Source: an optimization exercise on an open RTL-to-GDS flow (aim: small area, a short achievable clock period and few clock cycles per item). Production flows keep margins and buffers that such runs may drop. Where RTL was checked, it was by simulation tests only, not by an equivalence proof against the original. For runs 1 and 2, only the layout was checked, not whether the RTL still works. Power and IR drop assume default switching activity.

==> flow/design.v <==
module rsa_xcel_naive_RSAXcel
(
    input  logic clk,
    input  logic reset,
    input  logic [37:0]  xcel_reqstream_msg,    
    input  logic         xcel_reqstream_val,
    output logic         xcel_reqstream_rdy,
    output logic [32:0]  xcel_respstream_msg,   
    output logic         xcel_respstream_val,
    input  logic         xcel_respstream_rdy
);
    localparam K     = 4;            
    localparam NSLOT = 36;           
    localparam NCYC  = NSLOT / K;    
    localparam ST_IDLE = 2'd0;
    localparam ST_DBL  = 2'd1;       
    localparam ST_MM   = 2'd2;       
    localparam OP_SQ  = 2'd0;        
    localparam OP_MUL = 2'd1;        
    localparam OP_FIN = 2'd2;        
    logic [31:0] b_r, e_r, n_r;      
    logic        busy;               
    logic        go_pend;            
    logic [1:0]  pend;               
    logic        t0, t1;             
    logic [1:0]  st;
    logic [1:0]  op;
    logic [3:0]  cyc;
    logic [6:0]  dcnt;
    logic [4:0]  idx;
    logic [32:0] r;                  
    logic [32:0] bt;                 
    logic [34:0] S, C;               
    logic [K-1:0] dig_r;             
    assign xcel_reqstream_rdy = !busy & ( pend != 2'd2 );
    logic       acc, is_wr, deq, go_acc;
    logic [4:0] addr;
    assign acc    = xcel_reqstream_val & xcel_reqstream_rdy;
    assign is_wr  = xcel_reqstream_msg[37];
    assign addr   = xcel_reqstream_msg[36:32];
    assign go_acc = acc & is_wr & ( addr == 5'd0 );
    assign deq    = ( pend != 2'd0 ) & xcel_respstream_rdy;
    assign xcel_respstream_val = ( pend != 2'd0 );
    assign xcel_respstream_msg = { t0, r[31:0] & {32{~t0}} };
    always @( posedge clk ) begin
        if ( reset )
            pend <= 2'd0;
        else
            pend <= pend + {1'b0, acc} - {1'b0, deq};
        case ( {acc, deq} )
            2'b10: if ( pend == 2'd0 ) t0 <= is_wr; else t1 <= is_wr;
            2'b01: t0 <= t1;
            2'b11: if ( pend == 2'd1 ) t0 <= is_wr;
                   else begin t0 <= t1; t1 <= is_wr; end
            default: ;
        endcase
    end
    always @( posedge clk ) begin
        if ( acc & is_wr ) begin
            if ( addr == 5'd1 ) b_r <= xcel_reqstream_msg[31:0];
            if ( addr == 5'd2 ) e_r <= xcel_reqstream_msg[31:0];
            if ( addr == 5'd3 ) n_r <= xcel_reqstream_msg[31:0];
        end
    end
    logic rd_pend;
    assign rd_pend = ( ( pend != 2'd0 ) & ~t0 ) | ( ( pend == 2'd2 ) & ~t1 );
    logic start;
    assign start = go_pend & ~rd_pend & ( st == ST_IDLE );
    logic        dbl;
    logic        fast;
    logic        inbit;
    logic [32:0] v;
    assign dbl   = start | ( st == ST_DBL );
    assign fast  = n_r[31];
    assign inbit = ~dcnt[6] & ~dcnt[5] & b_r[~dcnt[4:0]];
    assign v     = start ? {1'b0, b_r & {32{fast}}} : {bt[31:0], inbit};
    logic [33:0] add_x, add_y;
    logic [35:0] add_s;
    assign add_x = S[33:0] | ( {1'b0, v} & {34{dbl}} );
    assign add_y = C[33:0] | ( ~{2'b0, n_r} & {34{dbl}} );
    assign add_s = {1'b0, add_x, dbl} + {1'b0, add_y, dbl};
    logic        ge;
    logic [32:0] red;                
    assign ge  = add_s[35];
    assign red = ge ? add_s[33:1] : v;
    logic [35:0]  r_ext;
    logic [32:0]  B;
    assign r_ext = {3'b0, r};
    assign B     = ( op == OP_SQ ) ? r : ( op == OP_MUL ) ? bt : 33'd1;
    logic [34:0] s_o, c_o;
    always @( * ) begin : csa
        logic [34:0] s, c, qn, s1, c1, ab, s2, c2;
        logic        q;
        integer      j;
        s = S;
        c = C;
        for ( j = 0; j < K; j = j + 1 ) begin
            q  = s[0];
            qn = q ? {3'b0, n_r} : 35'd0;
            s1 = s ^ c ^ qn;
            c1 = ( s & c ) | ( s & qn ) | ( c & qn );
            s1 = s1 >> 1;
            ab = dig_r[j] ? {2'b0, B} : 35'd0;
            s2 = s1 ^ c1 ^ ab;
            c2 = ( s1 & c1 ) | ( s1 & ab ) | ( c1 & ab );
            s  = s2;
            c  = {c2[33:0], 1'b0};
        end
        s_o = s;
        c_o = c;
    end
    logic compute;
    assign compute = ( st == ST_MM ) & ( cyc != NCYC[3:0] ) & ~reset;
    always @( posedge clk ) begin
        S <= compute ? s_o : 35'd0;
        C <= compute ? c_o : 35'd0;
    end
    logic ebit;
    assign ebit = e_r[idx];
    always @( posedge clk ) begin
        if ( reset ) begin
            st      <= ST_IDLE;
            busy    <= 1'b0;
            go_pend <= 1'b0;
        end
        else begin
            if ( go_acc ) begin
                busy    <= 1'b1;
                go_pend <= 1'b1;
            end
            case ( st )
                ST_IDLE: begin
                    if ( start ) begin
                        go_pend <= 1'b0;
                        st      <= ST_DBL;
                        bt      <= red;
                        dcnt    <= fast ? 7'd32 : 7'd0;
                        idx     <= 5'd31;
                    end
                end
                ST_DBL: begin
                    bt   <= red;
                    dcnt <= dcnt + 7'd1;
                    if ( ~ebit & ( idx != 5'd0 ) ) idx <= idx - 5'd1;
                    if ( dcnt == 7'd66 ) begin
                        cyc <= 4'd0;
                        if ( ~ebit ) begin
                            r    <= 33'd1;
                            st   <= ST_IDLE;
                            busy <= 1'b0;
                        end
                        else begin
                            r     <= red;
                            dig_r <= red[K-1:0];
                            st    <= ST_MM;
                            if ( idx == 5'd0 ) op <= OP_FIN;
                            else begin
                                op  <= OP_SQ;
                                idx <= idx - 5'd1;
                            end
                        end
                    end
                end
                ST_MM: begin
                    if ( cyc != NCYC[3:0] ) begin
                        cyc   <= cyc + 4'd1;
                        dig_r <= r_ext[(cyc+4'd1)*K +: K];
                        if ( ( op == OP_FIN ) & ( cyc == NCYC[3:0] - 4'd1 ) )
                            busy <= 1'b0;
                    end
                    else begin
                        cyc   <= 4'd0;
                        r     <= add_s[33:1];
                        dig_r <= add_s[K:1];
                        case ( op )
                            OP_SQ: begin
                                if ( ebit ) op <= OP_MUL;
                                else if ( idx == 5'd0 ) op <= OP_FIN;
                                else idx <= idx - 5'd1;
                            end
                            OP_MUL: begin
                                if ( idx == 5'd0 ) op <= OP_FIN;
                                else begin
                                    op  <= OP_SQ;
                                    idx <= idx - 5'd1;
                                end
                            end
                            default: st <= ST_IDLE;
                        endcase
                    end
                end
                default: st <= ST_IDLE;
            endcase
        end
    end
endmodule
==> flow/run.sh <==
#!/bin/bash
# synth_recipe.tcl (not shown) runs the flow's synth.tcl, then flattens the netlist and writes it again
# the make line also repeats each setting of config.mk as NAME=value (left out here)
make -C /OpenROAD-flow-scripts/flow DESIGN_CONFIG=/design/flow/config.mk WORK_HOME=/design/flow/orfs CLKGATE_MAP_FILE= SYNTH_SCRIPT=/design/flow/synth_recipe.tcl finish
==> flow/config.mk <==
export PLATFORM = sky130hd
export DESIGN_NAME = rsa_xcel_naive_RSAXcel
export DESIGN_NICKNAME = rsa_xcel_naive_RSAXcel
export VERILOG_FILES = /design/flow/design.v
export SDC_FILE = /design/flow/constraint.sdc
export NUM_CORES = 4
export LEC_CHECK = 0
export CAP_MARGIN = 20
export CORE_MARGIN = 2
export CORE_UTILIZATION = 40
export GPL_ROUTABILITY_DRIVEN = 0
export GPL_TIMING_DRIVEN = 0
export PLACE_DENSITY = 0.6
export SETUP_SLACK_MARGIN = 5
export SLEW_MARGIN = 20
==> flow/constraint.sdc <==
create_clock -name core_clock -period 15.0 [get_ports {clk}]
set_input_delay 3.0000 -clock core_clock [delete_from_list [all_inputs] [get_ports {clk}]]
set_output_delay 3.0000 -clock core_clock [all_outputs]
set_load 0.01 [all_outputs]
==> metrics.md, run 1 <==
| Metric | Value |
|---|---|
| Via density | `5.61` |
| Syn nets | `2265` |
| Largest family of logic cells by synthesized area | `adder cells` |
| CP cell instances | `clkbuf_1, clkbuf_1, a211o_1, nand2_1, fa_1, nor2b_1, fa_1, inv_1, fa_1, nor2b_1, fa_1, inv_1, fa_1, clkbuf_1, nor2b_1, fa_1, fa_1, and2_1` |
| CTS Root Cell | `clkbuf_16` |
| Vias in the first global route | `16051` |
| Site Rows | `83` |
| Post_cts resized | `0` |
| Async SR Flop Fraction | `0%` |
| Clock sink count | `261` |
| Adder-Cell Fraction of Synth Area | `between 20% and 30%` |
| Setup bufs post-CTS | `0` |
| Met3 track utilization from global routing | `4.30%` |
| Layout Skew | `0.0354 ns` |
| Worst vdd ir | `0.0000959 V` |
| Period utilisation layout | `between 50% and 60%` |
| Min-delay worst type | `reg2reg` |
| Antenna violations before repair | `2` |
| Minimum clock period | `8.56 ns` |
| Fin Hold WS | `0.506 ns` |
| Fmax | `117 MHz` |
| TNS Setup | `0 ns` |
| Data required, critical path | `15.48 ns` |
| HPWL after DPL | `a little over 50000 um` |
| Hold_buf cts | `0` |
| Arr. time, crit path | `9.04 ns` |
| Critical path class | `reg2reg` |
| Drt pass-1 iters | `5` |
| Drt first-iter violations | `1549` |
| Busiest grt layer | `met2` |
| Cell Pwr Density | `103 mW/mm^2` |
| Yosys reg bits | `261` |
| Max Cap Viol | `0` |
| Layout area overhead | `13.5%` |
| Synthesized area per cell | `11.0 um^2` |
| PortBufs | `76` |
| Total grt overflow | `0` |
| I/O pins | `77` |
| Most common flop cell mapped by yosys | `edfxtp_1` |
| Count of nets after finishing | `approximately 2400` |
| Met2 global-route usage | `40.7%` |
| Initial Util | `between 40% and 50%` |
| Fin. Hold Viols | `0` |
| Avg WL per Cell | `24.3 um` |
| Final setup viols | `0` |
| Yosys top cell by area | `edfxtp_1` |
| Synth top area share | `26.7%` |
| DRT antenna net count | `0` |
| Crit path max-delay cell type | `fa_1` |
| Final Non-Filler Cells | `roughly 2700` |
| Post-Route WL | `approximately 66000 um` |
| Synth Instances | `1899` |
| Outcome | `complete, no violations` |
| Simple-gate share of the synthesized area | `15.6%` |
| CTS Buffer Depth | `3` |
| Core Region | `0.0515 mm^2` |
| Post-synthesis mux area share | `5.13%` |
| Layout cells sized above 1 | `roughly 5.7%` |
| Placed cell count | `between 2000 and 3000` |
| First-pass GRT wire length | `99600 um` |
| Die width | `233 um` |
| Clk slew on worst S/H paths | `0.06 ns` |
| Post-Synthesis Cell Area | `0.0209 mm^2` |
| Total CTS buffers | `31` |
| Crit path buffers/inverters | `5` |
| Yosys warning count | `1` |
| Top cells by area, synth | `edfxtp_1 (27%), fa_1 (25%), dfxtp_1 (7.2%)` |
| Largest fanout on the critical path | `10` |
| Slew Limit Fails | `0` |
| Worst reg-to-reg setup slack | `6.44 ns` |
| Crit path max-delay family | `adder cells` |
| RSZ-0062 raised after global routing | `no` |
| EDFF count, synth | `186` |
| Crit path launch type | `flop` |
| Final setup margin | `6.44 ns` |
| Die H | `233 um` |
| H-tree depth | `1` |
| Largest net degree at the start of global routing | `21` |
| Residual DRC | `0` |
| Worst Tran Pin Value | `~1.2 ns` |
| Most frequent CP cell | `fa_1` |
| Cell variety after synth | `73` |
| Relative slew slack | `21.5%` |
| Total GRT Usage | `25.0%` |
| Sequential fraction of the synthesis area | `33.9%` |
| CTS tree | `yes` |
| Die area | `0.0542 mm^2` |
| Synth Area in Compound Gates | `10.0%` |
| Clock latency (worst-skew pair) | `0.62 ns` |
| CP endpoint kind | `flop` |
| Worst slack at placement | `6.49 ns` |
| Static Leakage | `8.99 nW` |
| Max incr delay on CP | `1.07 ns` |
| Synth Area in XOR/XNOR | `1.80%` |
| Met1 usage | `33.0%` |
| Vias | `roughly 15000` |
-- Yosys cell counts (all sizes together) (8+ instances only) --
master and instances:
o211ai 9, o21ai 67, nor2 92, and2 138, ha 64, nor2b 72
a21oi 71, xor2 18, o22ai 9, nand2b 61, edfxtp 186, a22o 18
nand2 165, dfxtp 75, buf 20, mux4 25, o221ai 8, inv 172
nand3 9, and3 41, a21o 14, mux2i 50, xnor2 25, o21bai 69
clkbuf 72, fa 260, nor3 12
-- registers in the layout, summed over array words and instances (netlist names), 4 cells and up --
register and count:
S 35, idx 5, n_r 32, r 33, bt 33, dig_r 4, e_r 32, dcnt 7
C 34, b_r 32, cyc 4
-- path summary, 6_finish.rpt --
kind	endpoint	from	cells past startpoint
min	go_pend	go_pend	2
max reg2reg	S[21]	op[0]	18
min reg2reg	go_pend	go_pend	2
max	S[21]	op[0]	18
-- metrics by stage --
step	util [%]	area, um^2	total power, mW
finish	46.1	23800	2.44
global route	46.1	23800	2.57
CTS	46.1	23800	2.45
detailed placement	44.1	22700	1.67
global placement	43.8	22500	1.66
floorplan	-	20900	1.36
-- tightest hold or removal path: stages, from the launching register on --
cell	delay, ns
dfxtp_1	0.32
nor2_1	0.10
nor3_1	0.05
-- power by group --
| part | switching (mW) | total (mW) | internal, mW |
|---|---|---|---|
| Sequential | 0.0339 | 0.846 | 0.812 |
| Combinational | 0.497 | 0.823 | 0.326 |
| Clock | 0.325 | 0.774 | 0.448 |
-- final cells by class --
class | count | area [um^2]
flip-flops and latches | 261 | 7090
fillers | 4928 | 27800
diodes | 2 | 5.00
inverters | 173 | 652
plain buffers | 92 | 372
clock buffers | 43 | 851
multi-input cells | 1373 | 12900
well taps | 680 | 851
repair buffers | 82 | 906
clock inverters | 15 | 171
-- layout by cell type, fill, tap and decap left out, types with 5 or more instances in the layout --
master           count
a211oi_1             5
dfxtp_1             75
a21o_1              14
and2_1             138
nor2_1              86
nand3_1              9
or3_1                5
o21bai_1            69
mux2i_1             50
o21ai_0             48
and3_1              40
fa_1               260
buf_2                7
a22o_1              18
xnor2_1             25
o21a_1               6
o211ai_1             9
nand2_1            162
nor3_1              12
o31ai_1              5
a21oi_1             69
nor2b_1             72
clkbuf_16           31
o22ai_1              9
clkbuf_1            80
nand4_1              7
mux4_2              25
ha_1                64
inv_1              170
clkinv_2             7
buf_1                8
o21ai_1             19
o221ai_1             8
edfxtp_1           186
clkdlybuf4s50_1     76
xor2_1              18
nand2b_1            61
-- kinds of logic (layout without fill, tap and decap cells) --
group / Yosys count / in the layout
AO/OA/AOI/OAI: 314 / 314
AND/OR/NAND/NOR: 616 / 616
multiplexers: 76 / 76
buffers and inverters: 265 / 405
other: 0 / 2
adder cells (fa/ha/maj): 324 / 324
XOR/XNOR: 43 / 43
flip-flops: 261 / 261
-- routing by layer --
| layer | wire length [um] | vias up |
|---|---|---|
| li1 | - | 6625 |
| met1 | 26900 | 7829 |
| met2 | 30600 | 658 |
| met3 | 5260 | 144 |
| met4 | 3330 | 0 |
| met5 | 0 | - |
==> run 2, diff against run 1 <==
==> flow/flow/run.sh (new file) <==
#!/bin/bash
# Standard ORFS layout, with timing repair aiming well below the clock period.
set -euo pipefail
bash standard.sh SETUP_SLACK_MARGIN=10 finish > standard_flow.log 2>&1
==> flow/standard.sh (new file) <==
#!/bin/bash
# synth_recipe.tcl (not shown) runs the flow's synth.tcl, then flattens the netlist and writes it again
# the make line also repeats each setting of config.mk as NAME=value (left out here)
make -C /OpenROAD-flow-scripts/flow DESIGN_CONFIG=/design/flow/config.mk WORK_HOME=/design/flow/orfs CLKGATE_MAP_FILE= SYNTH_SCRIPT=/design/flow/synth_recipe.tcl "${@:-finish}"
--- a/flow/config.mk
+++ b/flow/config.mk
@@ -11,5 +11,4 @@
 export GPL_ROUTABILITY_DRIVEN = 0
 export GPL_TIMING_DRIVEN = 0
 export PLACE_DENSITY = 0.6
-export SETUP_SLACK_MARGIN = 5
 export SLEW_MARGIN = 20
removed: flow/run.sh
==> metrics.md, run 2 <==
| Metric | Value |
|---|---|
| CP endpoint kind | `flop` |
| Cell variety after synth | `73` |
| Synthesized area per cell | `11.0 um^2` |
| Max incr delay on CP | `0.62 ns` |
| Reg2reg end | `S[10]` |
| Clock latency (worst-skew pair) | `0.54 ns` |
| CP cell instances | `clkbuf_16, and2_4, fa_1, inv_2, fa_2, nor2b_2, fa_1, inv_2, fa_2, nor2b_2, fa_1, inv_2, fa_2, buf_12, clkbuf_16, nor2b_4, fa_2, fa_2, and2_1` |
| CTS tree | `yes` |
| Min-delay worst type | `reg2reg` |
| Most common flop cell mapped by yosys | `edfxtp_1` |
| Largest registers | `S: 35 flops, C: 34 flops` |
| Max reg flops | `35` |
| Cell Pwr Density | `105 mW/mm^2` |
| Max Cap Viol | `0` |
| TNS Setup | `0 ns` |
| Top cells by area, synth | `edfxtp_1 (27%), fa_1 (25%), dfxtp_1 (7.2%)` |
| FF+latch area | `around 0.0071 mm^2` |
| Static Leakage | `between 9 and 10 nW` |
| # fillers | `approximately 4800` |
| Commonest cells in the netlist | `fa_1 (260), edfxtp_1 (186), inv_1 (170)` |
| Count of nets after finishing | `2407` |
| Most frequent cells in the layout | `fa_1 (212), edfxtp_1 (186), inv_1 (166), nand2_1 (161), and2_1 (127)` |
| Period utilisation layout | `between 30% and 40%` |
| Die area | `0.0542 mm^2` |
| RSZ-0062 raised after global routing | `yes` |
| I/O pins | `77` |
| Post-Route WL | `about 69000 um` |
| Yosys top cell by area | `edfxtp_1` |
| Yosys warning count | `1` |
| Worst Tran Pin Value | `0.871 ns` |
| Clk slew on worst S/H paths | `0.06 ns` |
| Relative slew slack | `42.0%` |
| Drt first-iter violations | `1454` |
| Critical path class | `reg2reg` |
| Most common cell in the netlist | `fa_1` |
| Hold_buf cts | `0` |
| Arr. time, crit path | `6.25 ns` |
| R2R depth | `19` |
| Drt pass-1 iters | `9` |
| Hold worst-path end | `go_pend` |
| Fin Hold WS | `0.514 ns` |
| Initial Util | `approximately two fifths` |
| Antenna violations before repair | `2` |
| Total GRT Usage | `25.8%` |
| Vias in the first global route | `approximately 16000` |
| Most frequent CP cell | `fa_2` |
| Crit path max-delay cell type | `fa_2` |
| Core Region | `0.0515 mm^2` |
| Largest fanout on the critical path | `5` |
| R2r startpoint | `S[0]` |
| Sequential fraction of the synthesis area | `about a third` |
| Layout cells sized above 1 | `14.2%` |
| Syn nets | `2265` |
| Vias | `15486` |
| DRT antenna net count | `0` |
| EDFF count, synth | `186` |
| Outcome | `complete, no violations` |
| First-pass GRT wire length | `103000 um` |
| PortBufs | `76` |
| Fin. Hold Viols | `0` |
| Worst slack at placement | `7.58 ns` |
| Die width | `between 200 and 250 um` |
| Total grt overflow | `0` |
| CTS Buffer Depth | `3` |
| Most flop-heavy register | `S` |
| Layout Skew | `0.0247 ns` |
| Site Rows | `83` |
| Residual DRC | `0` |
| Avg WL per Cell | `25.0 um` |
| Hold Startpoint | `go_pend` |
| Post-Synthesis Cell Area | `0.0209 mm^2` |
| Total CTS buffers | `34` |
| Minimum clock period | `5.82 ns` |
| Multi-input logic area | `0.0133 mm^2` |
| Most common cell after layout, fill and taps aside | `fa_1` |
| Clock sink count | `261` |
| Synth top area share | `26.7%` |
| Die H | `233 um` |
| Layout area overhead | `18.8%` |
| Final setup margin | `9.18 ns` |
| Yosys reg bits | `261` |
| Data required, critical path | `between 15 and 20 ns` |
| Slew Limit Fails | `0` |
| HPWL after DPL | `52400 um` |
| Diode count | `0` |
| Worst hold path stage count | `2` |
| Fmax | `172 MHz` |
| Worst vdd ir | `0.0000777 V` |
| Via density | `approximately 5.6` |
| Async SR Flop Fraction | `0%` |
| Final setup viols | `0` |
| Largest net degree at the start of global routing | `21` |
| Crit path launch type | `flop` |
| H-tree depth | `2` |
| CTS Root Cell | `clkbuf_16` |
| Worst reg-to-reg setup slack | `9.18 ns` |
| Synth Instances | `1899` |
[run 2: cell counts after synthesis]
No cell type changed its count.
[run 2: cell type report]
cell class | instances | share of cell area [%]
sequential | 261 | 28.5
multi-input combinational | 1373 | 53.6
buffer | 92 | 2.48
inverter | 173 | 2.62
tap | 680 | 3.42
clock buffer | 44 | 3.74
timing repair buffer | 106 | 4.96
clock inverter | 17 | 0.644
[run 2: how the worst max path moves through the flow]
stage               startpoint  endpoint  slack [ns]
global placement      dig_r[0]     S[16]        7.67
CTS                       S[0]     S[10]        9.20
global route              S[0]      S[0]        9.07
finish                    S[0]     S[10]        9.18
floorplan                 S[0]     S[19]        9.55
detailed placement    dig_r[0]     S[16]        7.58
[run 2: critical path: cells and delay by family, from the launching register on]
family	cells	cell delay, ns
adder cells (fa/ha/maj)	8	4.26
AND/OR/NAND/NOR	5	0.47
buffers and inverters	6	0.63
flip-flops	1	0.35
[run 2: power breakdown]
group          switching [mW]  internal, mW  total, mW
sequential             0.0277         0.812      0.840
clock                   0.336         0.489      0.825
combinational           0.558         0.399      0.957
total                   0.922          1.70       2.62
[run 2: what timing repair did]
item	CTS	global route
buffers inserted	17	1
pin swaps	13	23
cloned	1	3
gates resized for setup	118	113
endpoints found under the setup margin	167	157
[run 2: cell families (layout without fill, tap and decap cells)]
family	Yosys count	after routing	synth area share (%)
simple gates	616	616	15.6
fa+ha+maj	324	324	28.7
compound gates	314	314	10.0
buf+inv	265	432	4.88
flops	261	261	33.9
mux	76	76	5.13
xor+xnor	43	43	1.80
[run 2: layer usage]
layer  vias up  part of all wire (%)  global-route usage, %
met5         -                     0                      0
met1      7945                    41                   34.4
met2       708                    47                   42.3
met4         0                   4.6                   10.6
met3       155                   8.0                   3.79
li1       6678                     -                      -
[run 2: stage by stage]
step                      utilization, %  instances  power (mW)  cell area (um^2)
after floorplan                        -       1899        1.39             21100
after global placement              44.1       2655        1.68             22700
after detailed placement            44.5       2663        1.71             22900
after CTS                           47.6       2742        2.59             24500
after global routing                48.3       2746        2.75             24900
final                               48.3       2746        2.62             24900
==> run 3, diff against run 2 <==
--- a/flow/design.v
+++ b/flow/design.v
@@ -10,8 +10,8 @@
     input  logic         xcel_respstream_rdy
 );
     localparam K     = 4;            
-    localparam NSLOT = 36;           
-    localparam NCYC  = NSLOT / K;    
+    localparam NSTEP = 36;           
+    localparam NCYC  = NSTEP / K;    
     localparam ST_IDLE = 2'd0;
     localparam ST_DBL  = 2'd1;       
     localparam ST_MM   = 2'd2;       
@@ -30,8 +30,7 @@
     logic [4:0]  idx;
     logic [32:0] r;                  
     logic [32:0] bt;                 
-    logic [34:0] S, C;               
-    logic [K-1:0] dig_r;             
+    logic [33:0] S, C;               
     assign xcel_reqstream_rdy = !busy & ( pend != 2'd2 );
     logic       acc, is_wr, deq, go_acc;
     logic [4:0] addr;
@@ -76,35 +75,37 @@
     assign v     = start ? {1'b0, b_r & {32{fast}}} : {bt[31:0], inbit};
     logic [33:0] add_x, add_y;
     logic [35:0] add_s;
-    assign add_x = S[33:0] | ( {1'b0, v} & {34{dbl}} );
-    assign add_y = C[33:0] | ( ~{2'b0, n_r} & {34{dbl}} );
+    assign add_x = S | ( {1'b0, v} & {34{dbl}} );
+    assign add_y = C | ( ~{2'b0, n_r} & {34{dbl}} );
     assign add_s = {1'b0, add_x, dbl} + {1'b0, add_y, dbl};
     logic        ge;
     logic [32:0] red;                
     assign ge  = add_s[35];
     assign red = ge ? add_s[33:1] : v;
-    logic [35:0]  r_ext;
-    logic [32:0]  B;
+    logic [35:0] r_ext;
+    logic [K-1:0] dig;
+    logic [32:0] B;
     assign r_ext = {3'b0, r};
+    assign dig   = r_ext[cyc*K +: K];
     assign B     = ( op == OP_SQ ) ? r : ( op == OP_MUL ) ? bt : 33'd1;
-    logic [34:0] s_o, c_o;
+    logic [33:0] s_o, c_o;
     always @( * ) begin : csa
-        logic [34:0] s, c, qn, s1, c1, ab, s2, c2;
+        logic [33:0] s, c, ab, s1;
+        logic [34:0] c1, qn, s2, c2;
         logic        q;
         integer      j;
         s = S;
         c = C;
         for ( j = 0; j < K; j = j + 1 ) begin
-            q  = s[0];
+            ab = dig[j] ? {1'b0, B} : 34'd0;
+            s1 = s ^ c ^ ab;
+            c1 = { ( s & c ) | ( s & ab ) | ( c & ab ), 1'b0 };
+            q  = s1[0];
             qn = q ? {3'b0, n_r} : 35'd0;
-            s1 = s ^ c ^ qn;
-            c1 = ( s & c ) | ( s & qn ) | ( c & qn );
-            s1 = s1 >> 1;
-            ab = dig_r[j] ? {2'b0, B} : 35'd0;
-            s2 = s1 ^ c1 ^ ab;
-            c2 = ( s1 & c1 ) | ( s1 & ab ) | ( c1 & ab );
-            s  = s2;
-            c  = {c2[33:0], 1'b0};
+            s2 = {1'b0, s1} ^ c1 ^ qn;
+            c2 = ( {1'b0, s1} & c1 ) | ( {1'b0, s1} & qn ) | ( c1 & qn );
+            s  = s2[34:1];
+            c  = c2[33:0];
         end
         s_o = s;
         c_o = c;
@@ -112,8 +113,8 @@
     logic compute;
     assign compute = ( st == ST_MM ) & ( cyc != NCYC[3:0] ) & ~reset;
     always @( posedge clk ) begin
-        S <= compute ? s_o : 35'd0;
-        C <= compute ? c_o : 35'd0;
+        S <= compute ? s_o : 34'd0;
+        C <= compute ? c_o : 34'd0;
     end
     logic ebit;
     assign ebit = e_r[idx];
@@ -142,7 +143,7 @@
                     bt   <= red;
                     dcnt <= dcnt + 7'd1;
                     if ( ~ebit & ( idx != 5'd0 ) ) idx <= idx - 5'd1;
-                    if ( dcnt == 7'd66 ) begin
+                    if ( dcnt == 7'd67 ) begin
                         cyc <= 4'd0;
                         if ( ~ebit ) begin
                             r    <= 33'd1;
@@ -150,9 +151,8 @@
                             busy <= 1'b0;
                         end
                         else begin
-                            r     <= red;
-                            dig_r <= red[K-1:0];
-                            st    <= ST_MM;
+                            r  <= red;
+                            st <= ST_MM;
                             if ( idx == 5'd0 ) op <= OP_FIN;
                             else begin
                                 op  <= OP_SQ;
@@ -163,15 +163,13 @@
                 end
                 ST_MM: begin
                     if ( cyc != NCYC[3:0] ) begin
-                        cyc   <= cyc + 4'd1;
-                        dig_r <= r_ext[(cyc+4'd1)*K +: K];
+                        cyc <= cyc + 4'd1;
                         if ( ( op == OP_FIN ) & ( cyc == NCYC[3:0] - 4'd1 ) )
                             busy <= 1'b0;
                     end
                     else begin
-                        cyc   <= 4'd0;
-                        r     <= add_s[33:1];
-                        dig_r <= add_s[K:1];
+                        cyc <= 4'd0;
+                        r   <= add_s[33:1];
                         case ( op )
                             OP_SQ: begin
                                 if ( ebit ) op <= OP_MUL;
==> flow/run.sh (new file) <==
#!/bin/bash
# synth_recipe.tcl (not shown) runs the flow's synth.tcl, then flattens the netlist and writes it again
# the make line also repeats each setting of config.mk as NAME=value (left out here)
make -C /OpenROAD-flow-scripts/flow DESIGN_CONFIG=/design/flow/config.mk WORK_HOME=/design/flow/orfs CLKGATE_MAP_FILE= SYNTH_SCRIPT=/design/flow/synth_recipe.tcl finish
removed: flow/flow/run.sh
removed: flow/standard.sh
==> metrics.md, run 3 <==
| Metric | Value |
|---|---|
| Yosys warning count | `1` |
| Most common flop cell mapped by yosys | `edfxtp_1` |
| TNS Setup | `0 ns` |
| CTS tree | `yes` |
| Arr. time, crit path | `11.29 ns` |
| Worst reg-to-reg setup slack | `4.18 ns` |
| Final Util | `between 40 and 50%` |
| CTS Root Cell | `clkbuf_16` |
| HPWL after DPL | `52300 um` |
| Minimum clock period | `10.82 ns` |
| Reg2reg end | `S[10]` |
| Synthesized area per cell | `11.0 um^2` |
| Post-Synthesis Cell Area | `0.0208 mm^2` |
| Setup bufs post-CTS | `0` |
| CP endpoint kind | `flop` |
| Period utilisation layout | `72.1%` |
| Critical path class | `reg2reg` |
| Total CTS buffers | `30` |
| Yosys reg bits | `256` |
| Placed cell count | `2654` |
| Layout area overhead | `13.5%` |
| Diode count | `0` |
| Clk slew on worst S/H paths | `0.06 ns` |
| Data required, critical path | `~15 ns` |
| Worst vdd ir | `0.0000984 V` |
| RSZ-0062 raised after global routing | `no` |
| Hold Startpoint | `busy` |
| Hold worst-path end | `busy` |
| R2R depth | `21` |
| Post-Route WL | `65400 um` |
| Min-delay worst type | `reg2reg` |
| Async SR Flop Fraction | `0%` |
| Worst slack at placement | `about 4.5 ns` |
| Layout Skew | `0.0152 ns` |
| Max Cap Viol | `0` |
| Crit path launch type | `flop` |
| Hold_buf cts | `0` |
| EDFF count, synth | `182` |
| R2r startpoint | `cyc[0]` |
| CTS Buffer Depth | `3` |
| Total GRT Usage | `approximately a quarter` |
| CP Launch Point | `cyc[0]` |
| Synth top area share | `26.3%` |
| Vias | `15101` |
| Synth Instances | `~1900` |
| DRT antenna net count | `0` |
| Clk pwr share | `roughly a quarter` |
| Fmax | `92.5 MHz` |
| Final setup margin | `4.18 ns` |
| Final setup viols | `0` |
| Drt first-iter violations | `1589` |
| Logic pwr share | `44.9%` |
| Clock sink count | `256` |
| Switch Pwr | `1.16 mW` |
| Syn nets | `between 2000 and 2500` |
| Commonest cells in the netlist | `fa_1 (260), edfxtp_1 (182), inv_1 (173)` |
| Die width | `about 230 um` |
| Total grt overflow | `0` |
| Initial Util | `40.5%` |
| Outcome | `complete, no violations` |
| Static Leakage | `8.80 nW` |
| Post_cts resized | `0` |
| Yosys top cell by area | `edfxtp_1` |
| Largest net degree at the start of global routing | `21` |
| Vias in the first global route | `15619` |
| H-tree depth | `1` |
| PortBufs | `76` |
| Die H | `roughly 230 um` |
| Top cells by area, synth | `edfxtp_1 (26%), fa_1 (25%), dfxtp_1 (7.1%)` |
| Cell Pwr Density | `123 mW/mm^2` |
| # fillers | `4790` |
| Final Non-Filler Cells | `2709` |
| Clock latency (worst-skew pair) | `0.58 ns` |
| First-pass GRT wire length | `~100000 um` |
| Count of nets after finishing | `about 2400` |
| Most common cell in the netlist | `fa_1` |
| Internal | `about 1.7 mW` |
| Relative slew slack | `20.5%` |
| Worst hold path stage count | `2` |
| Core Region | `0.0513 mm^2` |
| Antenna violations before repair | `2` |
| Seq pwr share | `between 20% and 30%` |
| Drt pass-1 iters | `6` |
| Worst Tran Pin Value | `about 1.2 ns` |
| Sequential fraction of the synthesis area | `33.4%` |
| I/O pins | `77` |
| Fin. Hold Viols | `0` |
| Site Rows | `83` |
| Largest registers | `C: 34 flops, S: 34 flops` |
| Switching power share of the total | `40.0%` |
| Avg WL per Cell | `approximately 24 um` |
| Slew Limit Fails | `0` |
| Cell variety after synth | `73` |
| Via density | `approximately 5.6` |
| Layout cells sized above 1 | `6.75%` |
| Residual DRC | `0` |
| Most frequent cells in the layout | `fa_1 (260), edfxtp_1 (182), inv_1 (173), nand2_1 (146), nand2b_1 (101)` |
| Most common cell after layout, fill and taps aside | `fa_1` |
| Largest fanout on the critical path | `10` |
| Die area | `0.0538 mm^2` |
-- run 3: cell types whose count changed after synthesis, sizes merged, moves of 6 or more --
cell,change
o21ai,-21
nand3,+7
nand2b,+40
and2,-66
a21o,+13
a31oi,+7
o221ai,-6
nor3,+38
nand2,-18
-- run 3: logic make-up (layout without fill, tap and decap cells) --
family / Yosys count / after routing / share of synthesized area [%]
fa+ha+maj: 319 / 319 / 28.6
xor+xnor: 41 / 41 / 1.73
simple gates: 614 / 614 / 15.4
flops: 256 / 256 / 33.4
mux: 82 / 82 / 5.69
compound gates: 300 / 300 / 10.1
buf+inv: 271 / 417 / 5.10
-- run 3: power groups by stage --
| stage | sequential (mW) | combinational, mW | clock, mW |
|---|---|---|---|
| 3_3_place_gp | 0.847 | 1.25 | 0 |
| 5_1_grt | 0.832 | 1.46 | 0.792 |
| 2_1_floorplan | 0.826 | 0.833 | 0 |
| 4_1_cts | 0.829 | 1.30 | 0.768 |
| 3_5_place_dp | 0.844 | 1.29 | 0 |
| 6_report | 0.831 | 1.30 | 0.763 |
-- run 3: worst max path at each step --
stage,to,depth (start not counted)
floorplan,S[30],21
global placement,S[10],21
detailed placement,S[10],21
CTS,S[10],21
global route,S[0],21
finish,S[10],21
-- run 3: final cells by class --
class | count | area [um^2] | share of cell area, %
buffer | 96 | 403 | 1.71
sequential | 256 | 6950 | 29.4
inverter | 175 | 657 | 2.78
multi-input combinational | 1356 | 12800 | 54.3
tap | 680 | 851 | 3.61
clock inverter | 22 | 223 | 0.944
timing repair buffer | 91 | 913 | 3.87
clock buffer | 33 | 783 | 3.32
-- run 3: critical path, cell delays in order (launching register included) --
cell and delay [ns]:
edfxtp_1 0.42, buf_1 0.63, mux4_2 0.60, a31oi_1 0.70
clkbuf_1 0.74, nor2_1 0.15, fa_1 0.50, fa_1 0.49
inv_1 0.05, fa_1 0.96, nor2b_1 0.16, fa_1 0.56
inv_1 0.05, fa_1 1.07, clkbuf_1 0.61, nand2b_1 0.22
fa_1 0.44, fa_1 0.71, clkbuf_1 0.80, nor2b_1 0.19
fa_1 0.52, and2_1 0.15
-- run 3: per-stage QoR --
step | total power [mW] | instance area (um^2) | hold slack (ns)
after floorplan | 1.66 | 20800 | 0.468
after global placement | 2.10 | 22400 | 0.498
after detailed placement | 2.13 | 22600 | 0.504
after CTS | 2.90 | 23600 | 0.527
after global routing | 3.08 | 23600 | 0.564
final | 2.89 | 23600 | 0.524
-- run 3: layer usage --
metal / share of wire (%) / track usage (%) / wire length (um) / vias up
met2: 44 / 38.4 / 29100 / 692
met1: 43 / 35.9 / 27900 / 7680
met4: 4.9 / 10.1 / 3180 / 0
li1: - / - / - / 6602
met3: 8.0 / 3.20 / 5240 / 127
met5: 0 / 0 / 0 / -
Testbench counts of run 3, summed over its fixed seeds: cycles 70,710, items 192.

[afterwards: timing with drivers on the ports]
In the flow no input, the clock included, has a driving cell. The finished layouts below were timed again as built, in two steps.
Step 1 sets driving cells, clkbuf_16 on the clock port and buf_2 on the other inputs (assumed; they add their load-dependent delay and slew).
Step 2 also shifts input and output timing later by t, the mid clock arrival at the registers, as if the neighbouring blocks saw the same clock.
a / b / c = no drivers / after step 1 / after step 2; a / b = the first two.
| run | t, ns | setup slack, ns | hold slack, ns | worst setup path after step 2 |
|---|---|---|---|---|
| run 1 | 0.651 | 6.441 / 6.441 / 6.441 | 0.506 / 0.506 / 0.506 | register to register |
| run 2 | 0.579 | 9.182 / 9.182 / 9.182 | 0.514 / 0.514 / 0.514 | register to register |
| run 3 | 0.625 | 4.184 / 4.184 / 4.184 | 0.524 / 0.524 / 0.524 | register to register |
After both steps setup and hold are still met in every run listed.
